This design comes from an exercise in tuning for small area and a short achievable clock period on the open sky130 flow, not from production work. At most, simulation tests tie the RTL to the original design; equivalence was not proved.

Design top_fsm, start of the top module:
module top_fsm(
	input clk,
	input reset,
	input rightBtn,
	input leftBtn,
	input upBtn,
	input downBtn,
	input crightBtn,
	input cleftBtn,
	input cupBtn,
	input cdownBtn,
	output reg [7:0] segCode,
	output wire [3:0] an,
	output wire [2:0] red,
	output wire [2:0] green,
	output wire [1:0] blue,
	output wire hsync,
	output wire vsync,
	output wire [3:0] catX,
	output wire [3:0] catY,
	output wire [3:0] mouseX,
	output wire [3:0] mouseY,
	output wire [3:0] goalX,
	output wire [3:0] goalY,
	output wire [13:0] score,
	output wire gameOver
);
wire [3:0] pcol, prow;
wire pMouse, pCat, pGoal, nGameOver;
Location locate(
	.rightBtn(rightBtn),
	.leftBtn(leftBtn),
	.upBtn(upBtn),
	.downBtn(downBtn),
	.crightBtn(crightBtn),
	.cleftBtn(cleftBtn),
	.cupBtn(cupBtn),
	.cdownBtn(cdownBtn),
	.clock(clk),
	.reset(reset),
	.CatX(catX),
	.CatY(catY),
	.MouseX(mouseX),
	.MouseY(mouseY),
	.GoalX(goalX),
	.GoalY(goalY),
	.Score(score),
	.GameOver(gameOver),
	.pcol(pcol),
	.prow(prow),
	.pMouse(pMouse),
	.pCat(pCat),
	.pGoal(pGoal),
	.nGameOver(nGameOver)
);
  ...
Size: ~2200 cells after synthesis, ~19000 um2 of cells after synthesis.
export LEC_CHECK = 0
export ABC_AREA = 1
export CAP_MARGIN = 20
export CORE_MARGIN = 2
export CORE_UTILIZATION = 72
export CTS_CLUSTER_DIAMETER = 80
export CTS_CLUSTER_SIZE = 25
export SLEW_MARGIN = 20
create_clock -name core_clock -period 90.0 [get_ports {clk}]
standard.sh (not shown) runs the stock make flow with config.mk's settings and CLKGATE_MAP_FILE= SYNTH_SCRIPT=/design/flow/synth_recipe.tcl, a recipe that flattens the netlist after the stock synthesis.
==> flow/flow/run.sh <==
#!/bin/bash
# The standard layout (standard.sh), with these changes in how it is
# made, not in what it is held to:
# - synthesis maps the logic with flow/abc_area.script, an area-oriented ABC
#   script (registers are mapped before ABC, so they are as in the standard
#   synthesis); the rest of the flow uses ORFS's own scripts unchanged;
# - the ports are buffered with a plain buffer instead of ORFS's default
#   pick, a delay cell (every port still gets its own buffer);
# - ORFS's timing repair aims for 69.9 ns of setup slack at the design's
#   90 ns clock, so that it speeds up the paths that set the achieved period.
set -euo pipefail
export BUFFER_PORTS_ARGS="-buffer_cell sky130_fd_sc_hd__buf_2"
export SETUP_SLACK_MARGIN=69.9
rm -rf synth_scripts
cp -r "$FLOW_HOME/scripts" synth_scripts
cp flow/abc_area.script synth_scripts/abc_area.script
SCRIPTS_DIR="$PWD/synth_scripts" bash standard.sh synth > synth.log 2>&1
bash standard.sh > standard.log 2>&1
==> flow/flow/abc_area.script <==
strash
dc2
strash
dch -f
amap
mfs2 -W 4 -M 5000
strash
dch -f
amap
topo
stime -c
Next try:
==> flow/flow/abc_area.script (replaced) <==
strash
dc2
strash
dch -f
amap
mfs2
strash
dch -f
amap
topo
stime -c
- CORE_UTILIZATION: 72 -> 65
Die area is higher by 11%.
Maximum frequency hardly moves.
Sequential share of layout area fell by 0.50 points.
Non-clock buffer count went up by 4.
Routed wire length falls by 12%.
Next try:
--- a/flow/flow/run.sh
+++ b/flow/flow/run.sh
@@ -3,5 +3,6 @@
 # made, not in what it is held to:
-# - synthesis maps the logic with flow/abc_area.script, an area-oriented ABC
-#   script (registers are mapped before ABC, so they are as in the standard
-#   synthesis); the rest of the flow uses ORFS's own scripts unchanged;
+# - synthesis leaves adders as plain gates for ABC (no full/half-adder cell
+#   extraction) and maps the logic with flow/abc_area.script, an
+#   area-oriented ABC script; registers are mapped before ABC, so they are as
+#   in the standard synthesis; the rest of the flow uses ORFS's own scripts;
 # - the ports are buffered with a plain buffer instead of ORFS's default
@@ -16,3 +17,3 @@
 cp flow/abc_area.script synth_scripts/abc_area.script
-SCRIPTS_DIR="$PWD/synth_scripts" bash standard.sh synth > synth.log 2>&1
+ADDER_MAP_FILE= SCRIPTS_DIR="$PWD/synth_scripts" bash standard.sh synth > synth.log 2>&1
 bash standard.sh > standard.log 2>&1
==> flow/flow/abc_area.script (replaced) <==
strash
dc2
strash
dch -f
amap
mfs2 -W 4 -M 5000
strash
dch -f
amap
topo
stime -c
- final area came out lower by 5.9%
- global-route usage went up by 1.5 points
- hold slack loses 0.0041 ns
- critical path depth goes up by 2
- setup slack got worse by 0.11 ns
- utilization is higher by 2.2 points
Next try:
- CORE_UTILIZATION: 65 -> 72
What happened: Via count climbs by 3.6%; design area drops by 1.0%; first-iteration DRC count climbs by 22%; wire length climbs by 6.5%; synthesized area is unchanged; non-clock buffer count drops by 18; clock-buffer cell count climbs by 1.


Another version of the RTL of top_fsm (not shown whole).
Size in the first run: about 2600 cells after synthesis, roughly 280 flip-flops, about 71 I/O pins, about 20000 sq um of cells after synthesis.
clock: 90.0 ns
lec_check: 0
abc_area: 1
cap_margin: 20
core_margin: 2
core_utilization: 65
cts_buf_list: sky130_fd_sc_hd__clkbuf_4 sky130_fd_sc_hd__clkbuf_8
slew_margin: 20
==> flow/flow/run.sh <==
#!/bin/bash
# The standard layout (the standard.sh, all steps), with two changes in
# how it is made, not in what it is held to:
# - the ports are buffered with a plain buffer instead of ORFS's default
#   pick, a delay cell (every port still gets its own buffer);
# - ORFS's timing repair aims for 69.9 ns of setup slack at the design's
#   90 ns clock, so that it speeds up the paths that set the achieved period.
set -euo pipefail
export BUFFER_PORTS_ARGS="-buffer_cell sky130_fd_sc_hd__buf_2"
export SETUP_SLACK_MARGIN=69.9
bash standard.sh > standard.log 2>&1
Then changed:
--- a/flow/flow/run.sh
+++ b/flow/flow/run.sh
@@ -6 +6 @@
-# - ORFS's timing repair aims for 69.9 ns of setup slack at the design's
+# - ORFS's timing repair aims for 70.2 ns of setup slack at the design's
@@ -10 +10 @@
-export SETUP_SLACK_MARGIN=69.9
+export SETUP_SLACK_MARGIN=70.2
- CORE_UTILIZATION: 65 -> 40
- CTS_BUF_LIST: sky130_fd_sc_hd__clkbuf_4 sky130_fd_sc_hd__clkbuf_8 -> unset
Die area goes up by 61%.
Maximum frequency goes up by 1.3%.
Utilization goes down by 26 points.
Wire length goes up by 3.4%.
Then changed:
--- a/flow/flow/run.sh
+++ b/flow/flow/run.sh
@@ -6 +6 @@
-# - ORFS's timing repair aims for 70.2 ns of setup slack at the design's
+# - ORFS's timing repair aims for 69.9 ns of setup slack at the design's
@@ -10 +10 @@
-export SETUP_SLACK_MARGIN=70.2
+export SETUP_SLACK_MARGIN=69.9
- CORE_UTILIZATION: 40 -> 65
- The changed run ran to the end with no violations
- setup slack is worse by 0.22 ns
- clock-buffer cell count went down by 16
- first-iteration DRC count fell by 1.5%
- global-route usage grows by 13 points
- final cell count went down by 9.0%
- wire length decreases by 3.4%
- via count increases by 2.3%
Function was not checked in any run of this note: the RTL went through the layout flow alone.

==> afterwards: timing with drivers on the ports <==
No port has a modelled driver above. Below, the same layouts with a new extraction and two added sets of constraints.
Step 1 assumes that a clkbuf_16 drives the clock port and a buf_2 every other input.
Step 2 also shifts input and output timing later by t, the mid clock arrival at the registers, as if the neighbouring blocks saw the same clock.
Slacks: ideal / step 1 / step 2; pairs: ideal / step 1.
run	t (ns)	setup slack, ns	worst hold slack (ns)
the first run of note 1	0.579	69.881 / 69.914 / 69.335	0.366 / 0.366 / 0.366
the second run of note 1	0.569	69.926 / 69.918 / 69.349	0.369 / 0.369 / 0.369
the third run of note 1	0.555	69.821 / 69.842 / 69.286	0.365 / 0.365 / 0.365
the fourth run of note 1	0.560	69.820 / 69.846 / 69.285	0.375 / 0.375 / 0.375
the first run of note 2	0.621	69.987 / 70.008 / 69.387	0.366 / 0.366 / 0.366
the second run of note 2	0.599	70.244 / 70.250 / 69.665	0.361 / 0.361 / 0.361
the third run of note 2	0.636	70.022 / 70.050 / 69.414	0.364 / 0.364 / 0.364
After both steps setup and hold are still met in every run listed. For the third run of note 2, which loses most, drivers alone change the setup slack by +0.028 ns; drivers and shift together by -0.608 ns.
